From an optimization exercise on the open Yosys and OpenROAD flow, aimed at small area, a short achievable clock period and few clock cycles; shortcuts taken in it are not production practice.
Function was checked by simulation only, so behaviour that the tests miss may differ from the original.

==> flow/design.v, too long to show whole: its modules and the start of the top module <==
// module booth_enc: 55 lines
// module alu_v: 990 lines
// module arm_v: 215 lines
module arm_v(
	input wire clk,
	input wire reset,
	input wire [31:0] Instr,
	input wire [31:0] ReadData,
	output wire MemWrite,
	output wire [31:0] PC,
	output wire [31:0] DataAdr,
	output wire [31:0] WriteData
);
  // ...
==> flow/flow/run.sh <==
#!/bin/bash
# The standard layout, with timing repair aiming below the design's clock period:
# repair_timing treats paths with less than SETUP_SLACK_MARGIN ns of slack as violating.
set -euo pipefail
bash standard.sh synth > synth.log 2>&1
bash standard.sh SETUP_SLACK_MARGIN=14.8 finish > layout.log 2>&1
==> flow/standard.sh <==
#!/bin/bash
# synth_recipe.tcl (not shown) runs the flow's synth.tcl, then flattens the netlist and writes it again
# the make line also repeats each setting of config.mk as NAME=value (left out here)
make -C /OpenROAD-flow-scripts/flow DESIGN_CONFIG=/design/flow/config.mk WORK_HOME=/design/flow/orfs CLKGATE_MAP_FILE= SYNTH_SCRIPT=/design/flow/synth_recipe.tcl "${@:-finish}"
==> flow/config.mk <==
export PLATFORM = sky130hd
export DESIGN_NAME = arm_v
export DESIGN_NICKNAME = arm_v
export VERILOG_FILES = /design/flow/design.v
export SDC_FILE = /design/flow/constraint.sdc
export NUM_CORES = 4
export LEC_CHECK = 0
export ABC_AREA = 1
export CAP_MARGIN = 20
export CORE_MARGIN = 2
export CORE_UTILIZATION = 60
export CTS_CLUSTER_DIAMETER = 100
export CTS_CLUSTER_SIZE = 20
export SLEW_MARGIN = 20
==> flow/constraint.sdc <==
create_clock -name core_clock -period 20.0 [get_ports {clk}]
set_input_delay 4.0000 -clock core_clock [delete_from_list [all_inputs] [get_ports {clk}]]
set_output_delay 4.0000 -clock core_clock [all_outputs]
set_load 0.01 [all_outputs]
==> results.toml, run 1 <==
[finish]
multi_input_area_sq_um = 24400
final_common_cell = "sky130_fd_sc_hd__nand2_1"
clk_buf_instances = 59
post_layout_nonfiller_instances = 6584
buffers = 511
clock_distribution_area_overhead_in_the_final_layout_pct = 2.31
final.signal_inverter_count = 754

[outcome]
outcome = "timing/DRC/antenna clean"

[global_route]
grt_antenna_before_repair = 15
met2_track_utilization_from_global_routing_pct = 74.7
grt_use_total_pct = 50.8
met1_usage_pct = 58.9
grtUsageMet3_pct = 16.9

[logic_synthesis]
share_of_synthesized_area_occupied_by_flip_flops_and_latches_pct = 41.6
post-synth-top-count-cell = "sky130_fd_sc_hd__nand2_1"
synth_simple_gate_area_share_pct = 15.5
ys_top_cells_by_count = "1145 x sky130_fd_sc_hd__nand2_1, 687 x sky130_fd_sc_hd__inv_1, 520 x sky130_fd_sc_hd__edfxtp_1, 345 x sky130_fd_sc_hd__o22ai_1, 343 x sky130_fd_sc_hd__xor2_1"
synth-compound-area-share_pct = 13.1
synthesis.instances = 5186
postSynthNetCount = 5630
synth_largest_area_cell = "sky130_fd_sc_hd__edfxtp_1"
syn-mean-instance-area_sq_um = 9.06

[clock_network]
post_cts_resized = 631

[setup_path]
crit_start = "pcF[3]$_DFFE_PP0P_"
worstPathRequired_ns = 16.00
timing.critical_path.max_delay_family = "flip-flops"

[detailed_routing]
routed.top_layer = "met5"
routed-wl-met3_microns = 30800
route.final.wire_length_microns = 211000

[die]
floorplan.initialDensity_pct = 60.7
core-area_sq_um = 77500
fp-row-count = 102

[timing]
fin_skew_ns = 0.0474
timing_hold_violations_final = 0

[placement]
gpl_wtd_cong = 1.05
Testbench counts, summed over its fixed seeds: cycles 33,391.
==> module arm_v, before the edit <==
module arm_v(
	input wire clk,
	input wire reset,
	input wire [31:0] Instr,
	input wire [31:0] ReadData,
	output wire MemWrite,
	output wire [31:0] PC,
	output wire [31:0] DataAdr,
	output wire [31:0] WriteData
);
reg  [31:0] pcF;             
reg         vD;
reg  [31:0] irD;
reg  [31:0] A, B;            
reg  [31:0] mA;              
reg  [15:0] mOne, mTwo, mNeg;
reg         xWr;             
reg         xPc;             
reg         xLd;             
reg         xMul1;           
reg         xSub, xAnd, xOrr;
reg         xNZ, xCV;        
reg         xMemW;
reg  [3:0]  xRd;
reg  [3:0]  flags;           
reg  [31:0] rf [0:14];
function automatic [32:0] bkadd(input [31:0] a, input [31:0] b, input cin);
	reg [31:0] g, p, gg, pp;
	integer d, i;
	begin
		g  = a & b;
		p  = a ^ b;
		gg = g;
		pp = p;
		gg[0] = g[0] | (p[0] & cin);
		for (d = 1; d < 32; d = d * 2)
			for (i = 2 * d - 1; i < 32; i = i + 2 * d) begin
				gg[i] = gg[i] | (pp[i] & gg[i - d]);
				pp[i] = pp[i] & pp[i - d];
			end
		for (d = 8; d >= 1; d = d / 2)
			for (i = 3 * d - 1; i < 32; i = i + 2 * d) begin
				gg[i] = gg[i] | (pp[i] & gg[i - d]);
				pp[i] = pp[i] & pp[i - d];
			end
		bkadd = {gg[31], p ^ {gg[30:0], cin}};
	end
endfunction
wire [31:0] Bx  = xSub ? ~B : B;
wire [32:0] sum = bkadd(A, Bx, xSub);
wire [31:0] lg  = xAnd ? (A & B) : (A | B);
wire        xLg = xAnd | xOrr;
wire [31:0] alu = xLg ? lg : sum[31:0];
wire [31:0] res = xLd ? ReadData : alu;
wire p31 = A[31] ^ Bx[31];
wire c31 = sum[31] ^ p31;
wire c32 = sum[32];
wire [31:0] zt  = {A[30:0] | Bx[30:0], xSub};
wire        zAdd = &(~(A ^ Bx ^ zt));
wire        zLg  = ~|lg;
wire fN = alu[31];
wire fZ = xLg ? zLg : zAdd;
wire fC = c32;
wire fV = c31 ^ c32;
wire [31:0] mS, mC;
alu_v mul( .A(mA), .ONE(mOne), .TWO(mTwo), .NEG(mNeg), .S(mS), .C(mC) );
wire xPcEff = xPc & ~xMul1;
wire [3:0] cond = irD[31:28];
wire [1:0] op   = irD[27:26];
wire       dI   = irD[25];
wire [3:0] cmd  = irD[24:21];
wire       dS   = irD[20];
wire [3:0] rn   = irD[19:16];
wire [3:0] rd   = irD[15:12];
wire [3:0] rm   = irD[3:0];
wire dDP  = (op == 2'b00);
wire dMem = (op == 2'b01);
wire dBr  = (op == 2'b10);
wire dLdr = dMem & irD[20];
wire dStr = dMem & ~irD[20];
wire cMul = (cmd == 4'b0001);
wire cCmp = (cmd == 4'b1111);
wire cSub = (cmd == 4'b0010);
wire cAnd = (cmd == 4'b0000);
wire cOrr = (cmd == 4'b1100);
wire dRegW = (dDP & ~cCmp) | dLdr;
wire [3:0] rb = dStr ? rd : rm;
wire useRn = dDP | dMem;
wire useRb = (dDP & ~dI) | dStr;
function automatic cc(input [3:0] c, input n, input z, input cy, input v);
	case (c)
		4'b0000: cc = z;
		4'b0001: cc = ~z;
		4'b0010: cc = cy;
		4'b0011: cc = ~cy;
		4'b0100: cc = n;
		4'b0101: cc = ~n;
		4'b0110: cc = v;
		4'b0111: cc = ~v;
		4'b1000: cc = cy & ~z;
		4'b1001: cc = ~(cy & ~z);
		4'b1010: cc = (n == v);
		4'b1011: cc = (n != v);
		4'b1100: cc = ~z & (n == v);
		4'b1101: cc = ~(~z & (n == v));
		4'b1110: cc = 1'b1;
		default: cc = 1'b0;
	endcase
endfunction
wire eZ  = xNZ ? fZ : flags[2];
wire eN0 = xNZ ? (xLg ? lg[31] : p31)  : flags[3];    
wire eN1 = xNZ ? (xLg ? lg[31] : ~p31) : flags[3];    
wire eC0 = xCV ? 1'b0 : flags[1];
wire eC1 = xCV ? 1'b1 : flags[1];
wire eV00 = xCV ? 1'b0 : flags[0];
wire eV01 = xCV ? 1'b1 : flags[0];
wire eV10 = xCV ? 1'b1 : flags[0];
wire eV11 = xCV ? 1'b0 : flags[0];
wire cd00 = cc(cond, eN0, eZ, eC0, eV00);
wire cd01 = cc(cond, eN0, eZ, eC1, eV01);
wire cd10 = cc(cond, eN1, eZ, eC0, eV10);
wire cd11 = cc(cond, eN1, eZ, eC1, eV11);
wire condD = c31 ? (c32 ? cd11 : cd10) : (c32 ? cd01 : cd00);
wire [32:0] pcF4s = bkadd(pcF, 32'd4, 1'b0);
wire [31:0] pcF4 = pcF4s[31:0];
wire [15:0] rnOH = 16'd1 << rn;
wire [15:0] rbOH = 16'd1 << rb;
reg  [31:0] rnRf, rbRf;
integer k;
always @(*) begin
	rnRf = {32{rnOH[15]}} & pcF4;
	rbRf = {32{rbOH[15]}} & pcF4;
	for (k = 0; k < 15; k = k + 1) begin
		rnRf = rnRf | ({32{rnOH[k]}} & rf[k]);
		rbRf = rbRf | ({32{rbOH[k]}} & rf[k]);
	end
end
wire fwdA = xWr & (xRd == rn);
wire fwdB = xWr & (xRd == rb);
wire [32:0] adrs = bkadd(rnRf, {20'd0, irD[11:0]}, 1'b0);
wire [31:0] adr  = adrs[31:0];
wire [31:0] aNew = dMem ? adr : (fwdA ? alu : rnRf);
wire [31:0] bNew = (dDP & dI) ? {24'd0, irD[7:0]} : (fwdB ? alu : rbRf);
wire [15:0] eOne, eTwo, eNeg;
booth_enc benc( .B(bNew), .ONE(eOne), .TWO(eTwo), .NEG(eNeg) );
wire stall = vD & ( xMul1
                  | (xWr & xLd & ((useRn & (rn == xRd)) | (useRb & (rb == xRd))))
                  | (xWr & dMem & (rn == xRd)) );
wire advD  = vD & ~stall & ~xPcEff;
wire brOk  = vD & dBr & ~(&irD[23:0]) & ~xMul1 & ~xPcEff;
wire [32:0] tgts = bkadd(pcF4, {{6{irD[23]}}, irD[23:0], 2'b00}, 1'b0);
wire [31:0] target = tgts[31:0];
always @(posedge clk, posedge reset) begin
	if (reset) begin
		pcF   <= 32'd0;
		vD    <= 1'b0;
		xWr   <= 1'b0;
		xPc   <= 1'b0;
		xMul1 <= 1'b0;
		xNZ   <= 1'b0;
		xCV   <= 1'b0;
		xMemW <= 1'b0;
		flags <= 4'd0;
	end else begin
		if (xPcEff) begin
			pcF <= res;
			vD  <= 1'b0;
		end else if (!stall) begin
			pcF <= (condD & brOk) ? target : pcF4;
			vD  <= ~(condD & brOk);
		end
		if (~xMul1) begin
			if (xNZ) flags[3:2] <= {fN, fZ};
			if (xCV) flags[1:0] <= {fC, fV};
		end
		if (xMul1) begin
			xMul1 <= 1'b0;
		end else if (advD) begin
			xWr   <= dRegW & condD & (rd != 4'd15);
			xPc   <= dRegW & condD & (rd == 4'd15);
			xMul1 <= dDP & cMul & condD;
			xNZ   <= dDP & dS & condD;
			xCV   <= dDP & dS & condD & ~(cMul | cAnd | cOrr);
			xMemW <= dStr & condD;
		end else begin
			xWr   <= 1'b0;
			xPc   <= 1'b0;
			xNZ   <= 1'b0;
			xCV   <= 1'b0;
			xMemW <= 1'b0;
		end
	end
end
always @(posedge clk) begin
	if (~stall) irD <= Instr;
	mA <= aNew;
	mOne <= eOne;
	mTwo <= eTwo;
	mNeg <= eNeg;
	A <= xMul1 ? mS : aNew;
	B <= xMul1 ? mC : bNew;
	if (~xMul1 & advD) begin
		xRd  <= rd;
		xLd  <= dLdr;
		xSub <= dDP & (cSub | cCmp);
		xAnd <= dDP & cAnd;
		xOrr <= dDP & cOrr;
	end
	if (xWr & ~xMul1) rf[xRd] <= res;
end
assign PC        = pcF;
assign DataAdr   = A;
assign WriteData = B;
assign MemWrite  = xMemW;
endmodule
==> inputs of run 2 (changes only) <==
--- a/flow/design.v
+++ b/flow/design.v
@@ -1060,6 +1060,5 @@
 reg  [31:0] irD;
 reg  [31:0] A, B;            
-reg  [31:0] mA;              
-reg  [15:0] mOne, mTwo, mNeg;
+reg  [15:0] mOne, mTwo;      
 reg         xWr;             
 reg         xPc;             
@@ -1111,5 +1110,6 @@
 wire fV = c31 ^ c32;
 wire [31:0] mS, mC;
-alu_v mul( .A(mA), .ONE(mOne), .TWO(mTwo), .NEG(mNeg), .S(mS), .C(mC) );
+alu_v mul( .A(A), .ONE(mOne), .TWO(mTwo), .NEG({B[31], B[29], B[27], B[25], B[23], B[21], B[19], B[17],
+                                            B[15], B[13], B[11], B[9], B[7], B[5], B[3], B[1]}), .S(mS), .C(mC) );
 wire xPcEff = xPc & ~xMul1;
 wire [3:0] cond = irD[31:28];
@@ -1241,8 +1241,6 @@
 always @(posedge clk) begin
 	if (~stall) irD <= Instr;
-	mA <= aNew;
 	mOne <= eOne;
 	mTwo <= eTwo;
-	mNeg <= eNeg;
 	A <= xMul1 ? mS : aNew;
 	B <= xMul1 ? mC : bNew;
==> results.toml, run 2 <==
[outcome]
outcome = "timing/DRC/antenna clean"

[timing]
fin_skew_ns = 0.0613
max_slew_margin_pct = 17.2
grt_setup_unrepaired = "yes"
tightest_slew_ns = 1.23
fin_crit_sh_pct = 26.6
slew_viol_final = 0
final-setup-viol-count = 0
max_clock_freq_mhz = 188
minimum_period_implied_by_the_final_worst_setup_slack_ns = 5.32
worst_hold_slack_ns = 0.505
timing_hold_violations_final = 0
setup_total_negative_slack_ns = 0

[die]
core-area_sq_um = 76100
floorplan.die.height_microns = 281
fp-row-count = 101
die_x_microns = 281
floorplan.die_area_sq_um = 79200
floorplan.initialDensity_pct = 60.7
ios = 163

[logic_synthesis]
synth-edff-count = 521
synth.lib_cells_used.distinct = 74
share_of_synthesized_area_occupied_by_flip_flops_and_latches_pct = 40.3
yosys-top-cells-area = "sky130_fd_sc_hd__edfxtp_1 34%, sky130_fd_sc_hd__fa_1 9.8%, sky130_fd_sc_hd__nand2_1 8.3%"
postSynthNetCount = 5601
synthesis.instances = 5157
synth_top_flop_cell = "sky130_fd_sc_hd__edfxtp_1"
syn_area_sq_um = 46200
async_flop_share_pct = 6.53
ys_top_cells_by_count = "1015 x sky130_fd_sc_hd__nand2_1, 693 x sky130_fd_sc_hd__inv_1, 521 x sky130_fd_sc_hd__edfxtp_1, 358 x sky130_fd_sc_hd__o22ai_1, 332 x sky130_fd_sc_hd__xor2_1"
synth_largest_area_cell = "sky130_fd_sc_hd__edfxtp_1"
synthDominantCellAreaShare_pct = 33.9
syn-mean-instance-area_sq_um = 8.95
synthesis.yosys.warnings = 1
synth_seq_cells = 659
post-synth-top-count-cell = "sky130_fd_sc_hd__nand2_1"

[finish]
post-route-util_pct = 69.7
largest_register = "rf"
syn2layout_area_growth_pct = 14.9
fin_area_sq_um = 53100
final_nets = 5882
fill_cells = 5970
mostFrequentLayoutCells = "1008 x sky130_fd_sc_hd__nand2_1, 663 x sky130_fd_sc_hd__inv_1, 521 x sky130_fd_sc_hd__edfxtp_1"
layout.area.seq_sq_um = 18800
final_common_cell = "sky130_fd_sc_hd__nand2_1"
fraction_of_final_layout_cells_sized_beyond_drive_strength_1_pct = 14.7
max_reg_flops = 480
multi_input_area_sq_um = 24300

[detailed_routing]
route.final.wire_length_microns = 204000
route.vias.total = 43600
remaining_antenna_violation_count_after_routing = 0
drc = 0
vias_per_cell = 6.71
drt-pass1-iter-count = 9
mean_routed_wirelength_per_cell_microns = 31.4
drtIter0Drc = 7438

[global_route]
grt_use_total_pct = 50.9
globalRouteOverflowTotal = 0
grt_antenna_before_repair = 9
largest_net_degree_at_the_start_of_global_routing = 60
grt_pass1_vias = 41000
global_route_wire_length_before_repair_microns = 285000

[clock_network]
cts_tree = "done"
h-tree-depth = 2
clk_root_buffer_cell = "sky130_fd_sc_hd__clkbuf_16"
cts_buffers = 41
cts.reportedPaths.clkPinSlew_ns = 0.10
source_to_sink_clock_delay_at_the_later_pin_of_the_worst_skew_pair_ns = 0.67
tritoncts_num_sinks = 659
cts_max_path_buffers = 3

[setup_path]
worst_r2r_startpoint = "irD[27]$_DFFE_PN_"
r2r_cells = 15
crit_end = "DataAdr[22]"
critical_path_type = "reg2out"
crit_start = "A[22]$_DFF_P_"
setup.reg_to_reg.worst_slack_ns = 14.78
worst_path_fanout_max = 2
worstPathRequired_ns = 16.00
worstSetupStartpointType = "flop"
worst_setup_path_end_kind = "output pin"
endpoint_of_the_worst_slack_reg_to_reg_timing_path = "mTwo[13]$_DFF_P_"
data_arrival_time_of_the_worst_path_ns = 1.32

[placement]
place_area_sq_um = 49100
dpl.hpwl_microns = 134000
place.port_buffers = 162
gpl_wtd_cong = 1.09

[run]
max_cap_viol_count = 0

[worst_hold_path]
hp-class = "reg2reg"
-- run 2: repair_timing --
item / CTS / global route
setup endpoints to repair: 238 / 146
pin swaps: 7 / 36
hold buffers: 0 / 0
resized for setup: 613 / 185
gates cloned: 5 / 1
setup buffers: 126 / 75
endpoints found under the hold margin: 0 / 0
-- run 2: how the worst min path moves through the flow --
stage / startpoint / to / depth (start not counted)
floorplan: flags[3]$_DFFE_PP0P_ / flags[3]$_DFFE_PP0P_ / 2
global route: irD[14]$_DFFE_PN_ / xRd[2]$_DFFE_PP_ / 0
CTS: irD[14]$_DFFE_PN_ / xRd[2]$_DFFE_PP_ / 0
detailed placement: flags[3]$_DFFE_PP0P_ / flags[3]$_DFFE_PP0P_ / 2
global placement: flags[3]$_DFFE_PP0P_ / flags[3]$_DFFE_PP0P_ / 2
finish: irD[14]$_DFFE_PN_ / xRd[2]$_DFFE_PP_ / 0
-- run 2: area by class of cell --
cell class / instances / share of cell area (%)
clock inverter: 7 / 0.241
antenna: 12 / 0.0566
timing repair buffer: 503 / 8.26
sequential: 659 / 35.5
inverter: 753 / 5.60
tap: 1030 / 2.43
multi-input combinational: 3480 / 45.8
clock buffer: 58 / 2.12
-- run 2: logic make-up (layout without fill, tap and decap cells) --
kind of cell	Yosys count	after routing	share of synthesized area, %
adder cells (fa/ha/maj)	378	378	13.9
multiplexers	13	13	0.314
XOR/XNOR	399	399	7.60
buffers and inverters	1019	1321	8.69
other	0	12	0
AND/OR/NAND/NOR	1641	1642	15.1
AO/OA/AOI/OAI	1048	1048	14.1
flip-flops	659	659	40.3
-- run 2: critical path, cell delays in order, from the launching register on --
cell	delay, ns
sky130_fd_sc_hd__dfxtp_4	0.38
sky130_fd_sc_hd__buf_4	0.15
sky130_fd_sc_hd__buf_2	0.13
-- run 2: metrics by stage --
| step | worst slack (ns) | instances |
|---|---|---|
| floorplan | 14.85 | 5157 |
| global placement | 13.59 | 6217 |
| detailed placement | 13.40 | 6217 |
| CTS | 14.68 | 6413 |
| global route | 14.59 | 6491 |
| finish | 14.68 | 6502 |
-- run 2: per-layer routing --
layer  global-route usage [%]  wire length, microns  up-vias
met4                     43.8                 22100        4
met2                     73.3                 84400     3993
met3                     18.6                 32500     1172
li1                         -                     -    18000
met1                     60.5                 65400    20400
met5                        0                    24        -
Testbench counts of run 2, summed over its fixed seeds: cycles 33,391.
==> inputs of run 3 (changes only) <==
--- a/flow/config.mk
+++ b/flow/config.mk
@@ -9,5 +9,5 @@
 export CAP_MARGIN = 20
 export CORE_MARGIN = 2
-export CORE_UTILIZATION = 60
+export CORE_UTILIZATION = 40
 export CTS_CLUSTER_DIAMETER = 100
 export CTS_CLUSTER_SIZE = 20
==> results.toml, run 3 <==
[clock_network]
source_to_sink_clock_delay_at_the_later_pin_of_the_worst_skew_pair_ns = 0.67
cts.reportedPaths.clkPinSlew_ns = 0.10
cts_buffers = 43
cts_max_path_buffers = 3
cts_tree = "done"
cts-hold-fix-buffers = 0
h-tree-depth = 2
clk_root_buffer_cell = "sky130_fd_sc_hd__clkbuf_16"
tritoncts_num_sinks = 659

[setup_path]
critical_path_type = "reg2out"
worstSetupStartpointType = "flop"
worst_path_fanout_max = 2
worstPathRequired_ns = 16.00
data_arrival_time_of_the_worst_path_ns = 1.28
crit_path_cell_trace = "buf_6"
crit_path_top_delay_cell = "sky130_fd_sc_hd__dfrtp_2"
critPathMaxStageDelay_ns = 0.47
timing.critical_path.buf_inv = 1
worst_setup_path_end_kind = "output pin"
timing.critical_path.max_delay_family = "flip-flops"

[die]
ios = 163
floorplan.die.height_microns = 344
core-area_sq_um = 114000
floorplan.die_area_sq_um = 118000
floorplan.initialDensity_pct = 40.4
die_x_microns = 344
fp-row-count = 124

[detailed_routing]
mean_routed_wirelength_per_cell_microns = 30.5
vias_per_cell = 6.11
drc = 0
remaining_antenna_violation_count_after_routing = 0
route.vias.total = 42700
drt-pass1-iter-count = 9
drtIter0Drc = 6918
route.final.wire_length_microns = 213000

[finish]
fraction_of_final_layout_cells_sized_beyond_drive_strength_1_pct = 15.4
final_common_cell = "sky130_fd_sc_hd__nand2_1"
post_layout_nonfiller_instances = 6989
fin_area_sq_um = 54000
mostFrequentLayoutCells = "1005 x sky130_fd_sc_hd__nand2_1, 655 x sky130_fd_sc_hd__inv_1, 521 x sky130_fd_sc_hd__edfxtp_1"
largest_register = "rf"
max_reg_flops = 480
final_nets = 5896
syn2layout_area_growth_pct = 17.0

[logic_synthesis]
synth_largest_area_cell = "sky130_fd_sc_hd__edfxtp_1"
share_of_synthesized_area_occupied_by_flip_flops_and_latches_pct = 40.3
synthDominantCellAreaShare_pct = 33.9
post-synth-top-count-cell = "sky130_fd_sc_hd__nand2_1"
syn-mean-instance-area_sq_um = 8.95
postSynthNetCount = 5601
synthesis.instances = 5157
synth-edff-count = 521
synth_top_flop_cell = "sky130_fd_sc_hd__edfxtp_1"
yosys-top-cells-area = "sky130_fd_sc_hd__edfxtp_1 34%, sky130_fd_sc_hd__fa_1 9.8%, sky130_fd_sc_hd__nand2_1 8.3%"
synth.lib_cells_used.distinct = 74
synth_seq_cells = 659
syn_area_sq_um = 46200
synthesis.yosys.warnings = 1
async_flop_share_pct = 6.53
ys_top_cells_by_count = "1015 x sky130_fd_sc_hd__nand2_1, 693 x sky130_fd_sc_hd__inv_1, 521 x sky130_fd_sc_hd__edfxtp_1, 358 x sky130_fd_sc_hd__o22ai_1, 332 x sky130_fd_sc_hd__xor2_1"

[timing]
setup_total_negative_slack_ns = 0
max_slew_margin_pct = 12.3
fin_crit_sh_pct = 26.4
final-setup-viol-count = 0
timing_hold_violations_final = 0
fin_skew_ns = 0.0322
slew_viol_final = 0
timing.final.ws_setup_ns = 14.72
grt_setup_unrepaired = "yes"
tightest_slew_ns = 1.30
max_clock_freq_mhz = 189
minimum_period_implied_by_the_final_worst_setup_slack_ns = 5.28

[outcome]
outcome = "timing/DRC/antenna clean"

[global_route]
grt_pass1_vias = 39900
grt_use_total_pct = 34.8
largest_net_degree_at_the_start_of_global_routing = 59
grt_antenna_before_repair = 11
global_route_wire_length_before_repair_microns = 292000
globalRouteOverflowTotal = 0

[worst_hold_path]
hp-class = "reg2reg"

[placement]
place_area_sq_um = 49700
dpl.hpwl_microns = 143000
gpl_wtd_cong = 1.03
placement.setup.worst_slack_ns = 13.23
place_inst = 6697
place.port_buffers = 162

[run]
max_cap_viol_count = 0
-- run 3: cell count changes in the layout (fill, tap and decap cells not counted), moves of 6 or more --
cell	before	now
sky130_fd_sc_hd__clkinvlp_4	22	28
sky130_fd_sc_hd__ha_1	151	144
sky130_fd_sc_hd__buf_2	71	47
sky130_fd_sc_hd__inv_1	663	655
sky130_fd_sc_hd__inv_2	29	35
sky130_fd_sc_hd__diode_2	12	2
sky130_fd_sc_hd__o22ai_1	345	352
sky130_fd_sc_hd__o22ai_2	10	4
sky130_fd_sc_hd__buf_6	45	58
sky130_fd_sc_hd__buf_4	286	306
-- run 3: per-layer routing --
metal,vias up,track usage (%),routed length (microns)
met5,-,0,54
met4,8,24.0,19600
met3,881,8.36,27100
met2,3277,53.0,91400
met1,20500,43.8,75200
li1,18000,-,-
-- run 3: cell type report --
| cell class | instances | area (sq um) |
|---|---|---|
| clock inverters | 12 | 201 |
| multi-input cells | 3480 | 24400 |
| flip-flops and latches | 659 | 18900 |
| fillers | 10800 | 60300 |
| diodes | 2 | 5.00 |
| repair buffers | 510 | 4550 |
| repair inverters | 5 | 27.5 |
| well taps | 1512 | 1890 |
| inverters | 753 | 3000 |
| clock buffers | 56 | 1120 |
-- run 3: logic make-up (layout without fill, tap and decap cells) --
kind of cell / count (synthesis) / after routing / share of synthesized area (%)
AO/OA/AOI/OAI: 1048 / 1048 / 14.1
other: 0 / 2 / 0
multiplexers: 13 / 13 / 0.314
buffers and inverters: 1019 / 1336 / 8.69
AND/OR/NAND/NOR: 1641 / 1642 / 15.1
XOR/XNOR: 399 / 399 / 7.60
flip-flops: 659 / 659 / 40.3
adder cells (fa/ha/maj): 378 / 378 / 13.9
-- run 3: timing repair --
action                     in CTS  in global routing
buffers inserted              131                 78
pin swaps                       9                 42
cloned                          8                  5
resized for setup             691                175
setup endpoints to repair     248                 97
-- run 3: per-stage QoR --
stage	util [%]	hold WS [ns]
after floorplan	-	0.445
after global placement	43.4	0.464
after detailed placement	43.4	0.483
after CTS	46.0	0.505
after global routing	47.2	0.532
final	47.3	0.506
-- run 3: final timing paths --
check,startpoint,endpoint,slack [ns],cells past startpoint
max in group asynchronous,reset,pcF[1]$_DFFE_PP0P_,15.65,3
min in group asynchronous,reset,pcF[10]$_DFFE_PP0P_,3.82,3
max reg2reg,irD[17]$_DFFE_PN_,A[31]$_DFF_P_,14.75,31
min,flags[3]$_DFFE_PP0P_,flags[3]$_DFFE_PP0P_,0.51,2
max,pcF[10]$_DFFE_PP0P_,PC[10],14.72,1
min reg2reg,flags[3]$_DFFE_PP0P_,flags[3]$_DFFE_PP0P_,0.51,2
==> inputs of run 4 (changes only) <==
--- a/flow/config.mk
+++ b/flow/config.mk
@@ -9,5 +9,5 @@
 export CAP_MARGIN = 20
 export CORE_MARGIN = 2
-export CORE_UTILIZATION = 40
+export CORE_UTILIZATION = 50
 export CTS_CLUSTER_DIAMETER = 100
 export CTS_CLUSTER_SIZE = 20
==> results.toml, run 4 <==
[outcome]
outcome = "timing/DRC/antenna clean"

[logic_synthesis]
async_flop_share_pct = 6.53
syn-mean-instance-area_sq_um = 8.95
synth-edff-count = 521
synthesis.yosys.warnings = 1
synth_largest_area_cell = "sky130_fd_sc_hd__edfxtp_1"
synthesis.instances = 5157
synth_top_flop_cell = "sky130_fd_sc_hd__edfxtp_1"
syn_area_sq_um = 46200
synth_seq_cells = 659
postSynthNetCount = 5601
post-synth-top-count-cell = "sky130_fd_sc_hd__nand2_1"
ys_top_cells_by_count = "1015 x sky130_fd_sc_hd__nand2_1, 693 x sky130_fd_sc_hd__inv_1, 521 x sky130_fd_sc_hd__edfxtp_1, 358 x sky130_fd_sc_hd__o22ai_1, 332 x sky130_fd_sc_hd__xor2_1"
synthDominantCellAreaShare_pct = 33.9
synth.lib_cells_used.distinct = 74
yosys-top-cells-area = "sky130_fd_sc_hd__edfxtp_1 34%, sky130_fd_sc_hd__fa_1 9.8%, sky130_fd_sc_hd__nand2_1 8.3%"
share_of_synthesized_area_occupied_by_flip_flops_and_latches_pct = 40.3

[placement]
place.port_buffers = 162
dpl.hpwl_microns = 144000
gpl_wtd_cong = 1.09

[clock_network]
source_to_sink_clock_delay_at_the_later_pin_of_the_worst_skew_pair_ns = 0.68
cts_buffers = 43
h-tree-depth = 2
cts_max_path_buffers = 3
clk_root_buffer_cell = "sky130_fd_sc_hd__clkbuf_16"
cts.reportedPaths.clkPinSlew_ns = 0.10
cts-hold-fix-buffers = 0
tritoncts_num_sinks = 659
cts_tree = "done"

[setup_path]
timing.critical_path.max_delay_family = "flip-flops"
crit_cells = 2
worst_r2r_startpoint = "irD[17]$_DFFE_PN_"
r2r_cells = 27
endpoint_of_the_worst_slack_reg_to_reg_timing_path = "A[31]$_DFF_P_"
worst_path_fanout_max = 4
critPathMaxStageDelay_ns = 0.43
worstPathRequired_ns = 16.00
worstSetupStartpointType = "flop"
critical_path_type = "reg2out"
timing.critical_path.buf_inv = 2
crit_path_top_delay_cell = "sky130_fd_sc_hd__edfxtp_1"
setup.reg_to_reg.worst_slack_ns = 14.71
crit_path_cell_trace = "buf_12, buf_8"
data_arrival_time_of_the_worst_path_ns = 1.39
crit_end = "WriteData[5]"
worst_setup_path_end_kind = "output pin"

[finish]
mostFrequentLayoutCells = "1010 x sky130_fd_sc_hd__nand2_1, 666 x sky130_fd_sc_hd__inv_1, 521 x sky130_fd_sc_hd__edfxtp_1"
max_reg_flops = 480
syn2layout_area_growth_pct = 15.5
largest_register = "rf"
fraction_of_final_layout_cells_sized_beyond_drive_strength_1_pct = 15.1
final_common_cell = "sky130_fd_sc_hd__nand2_1"
final_nets = 5899

[die]
floorplan.die_area_sq_um = 94800
fp-row-count = 111
floorplan.initialDensity_pct = 50.4
floorplan.die.height_microns = 308
ios = 163
core-area_sq_um = 91500
die_x_microns = 308

[detailed_routing]
vias_per_cell = 6.47
route.final.wire_length_microns = 216000
drtIter0Drc = 6296
mean_routed_wirelength_per_cell_microns = 32.3
remaining_antenna_violation_count_after_routing = 0
route.vias.total = 43100
drc = 0
drt-pass1-iter-count = 8

[global_route]
global_route_wire_length_before_repair_microns = 297000
globalRouteOverflowTotal = 0
grt_pass1_vias = 40200
grt_antenna_before_repair = 12
largest_net_degree_at_the_start_of_global_routing = 60
grt_use_total_pct = 44.5

[timing]
minimum_period_implied_by_the_final_worst_setup_slack_ns = 5.39
max_clock_freq_mhz = 186
grt_setup_unrepaired = "yes"
timing_hold_violations_final = 0
setup_total_negative_slack_ns = 0
tightest_slew_ns = 1.22
max_slew_margin_pct = 18.1
fin_crit_sh_pct = 26.9
slew_viol_final = 0
final-setup-viol-count = 0
fin_skew_ns = 0.0318

[worst_hold_path]
hp-class = "reg2reg"

[run]
max_cap_viol_count = 0
## run 4: changes by cell type in the layout (fill, tap and decap cells not counted), sizes merged
cell	delta
buf	+3
bufbuf	-1
clkbuf	-2
clkinvlp	+4
diode	+1
inv	+1
## run 4: worst min-delay path, stage by stage (launching register included)
cell and delay, ns:
sky130_fd_sc_hd__dfrtp_1 0.35, sky130_fd_sc_hd__nand2_1 0.05, sky130_fd_sc_hd__o21ai_0 0.07
## run 4: logic make-up after synthesis
family	Yosys count	share of synthesized area (%)
simple gates	1641	15.1
xor+xnor	399	7.60
flops	659	40.3
buf+inv	1019	8.69
compound gates	1048	14.1
fa+ha+maj	378	13.9
mux	13	0.314
## run 4: metrics by stage
step                std cells  setup WS, ns  util [%]  hold slack [ns]  area [sq um]
floorplan                5157         14.85         -            0.445         46200
global placement         6370         13.26      53.8            0.464         49200
detailed placement       6370         13.12      53.8            0.466         49200
CTS                      6576         14.59      56.9            0.488         52100
global route             6666         14.58      58.2            0.529         53300
finish                   6669         14.61      58.2            0.503         53300
## run 4: routing by layer
| layer | share of wire (%) | track usage [%] | vias to the layer above |
|---|---|---|---|
| li1 | - | - | 18000 |
| met1 | 35 | 54.6 | 20800 |
| met5 | 0.035 | 0 | - |
| met4 | 9.6 | 33.4 | 12 |
| met3 | 13 | 12.1 | 953 |
| met2 | 43 | 67.3 | 3367 |
## run 4: worst min path at each step
stage | start | end | slack, ns | cells past startpoint
floorplan | flags[3]$_DFFE_PP0P_ | flags[3]$_DFFE_PP0P_ | 0.45 | 2
global placement | flags[3]$_DFFE_PP0P_ | flags[3]$_DFFE_PP0P_ | 0.46 | 2
detailed placement | flags[3]$_DFFE_PP0P_ | flags[3]$_DFFE_PP0P_ | 0.47 | 2
CTS | flags[3]$_DFFE_PP0P_ | flags[3]$_DFFE_PP0P_ | 0.49 | 2
global route | xMemW$_DFFE_PP0N_ | xMemW$_DFFE_PP0N_ | 0.53 | 2
finish | flags[3]$_DFFE_PP0P_ | flags[3]$_DFFE_PP0P_ | 0.50 | 2
## run 4: what timing repair did
| item | CTS | global route |
|---|---|---|
| endpoints found under the hold margin | 0 | 0 |
| pin swaps | 8 | 29 |
| cloned | 6 | 7 |
| gates resized for setup | 692 | 132 |
| setup buffers | 130 | 83 |
| setup endpoints to repair | 230 | 142 |
## run 4: area by class of cell
class / instances / area [sq um]
Clock buffer: 58 / 1130
Timing Repair Buffer: 508 / 4400
Sequential cell: 659 / 18900
Fill cell: 8176 / 38200
Timing Repair inverter: 10 / 50.0
Antenna cell: 3 / 7.51
Multi-Input combinational cell: 3480 / 24200
Tap cell: 1186 / 1480
Clock inverter: 12 / 169
Inverter: 753 / 3010

==> port drivers added, routing unchanged <==
In the flow no input, the clock included, has a driving cell. The finished layouts below were timed again as built, in two steps. Step 1 assumes that a clkbuf_16 drives the clock port and a buf_2 every other input. Step 2 times the ports against the registers' clock, not the clock port: input delays grow and output delays shrink by t, the midpoint of the rising clock arrivals with the driver on. Three values: ideal, step 1, step 2; two values: the first two.
run | t, ns | setup WS [ns] | worst setup path at the end | worst slew at a driven data input, ns | pins driven straight from the clock port
run 1 | 0.705 | 14.717 / 14.643 / 14.098 | input to register | 0.14 | 1
run 2 | 0.711 | 14.679 / 14.603 / 14.185 | input to register | 0.07 | 1
run 3 | 0.729 | 14.722 / 14.649 / 14.141 | input to register | 0.07 | 1
run 4 | 0.732 | 14.612 / 14.542 / 14.091 | input to register | 0.06 | 1
After both steps every run listed still meets setup and hold. The setup slack of run 1, which loses most, moves by -0.074 ns with the drivers and by -0.619 ns with both steps.
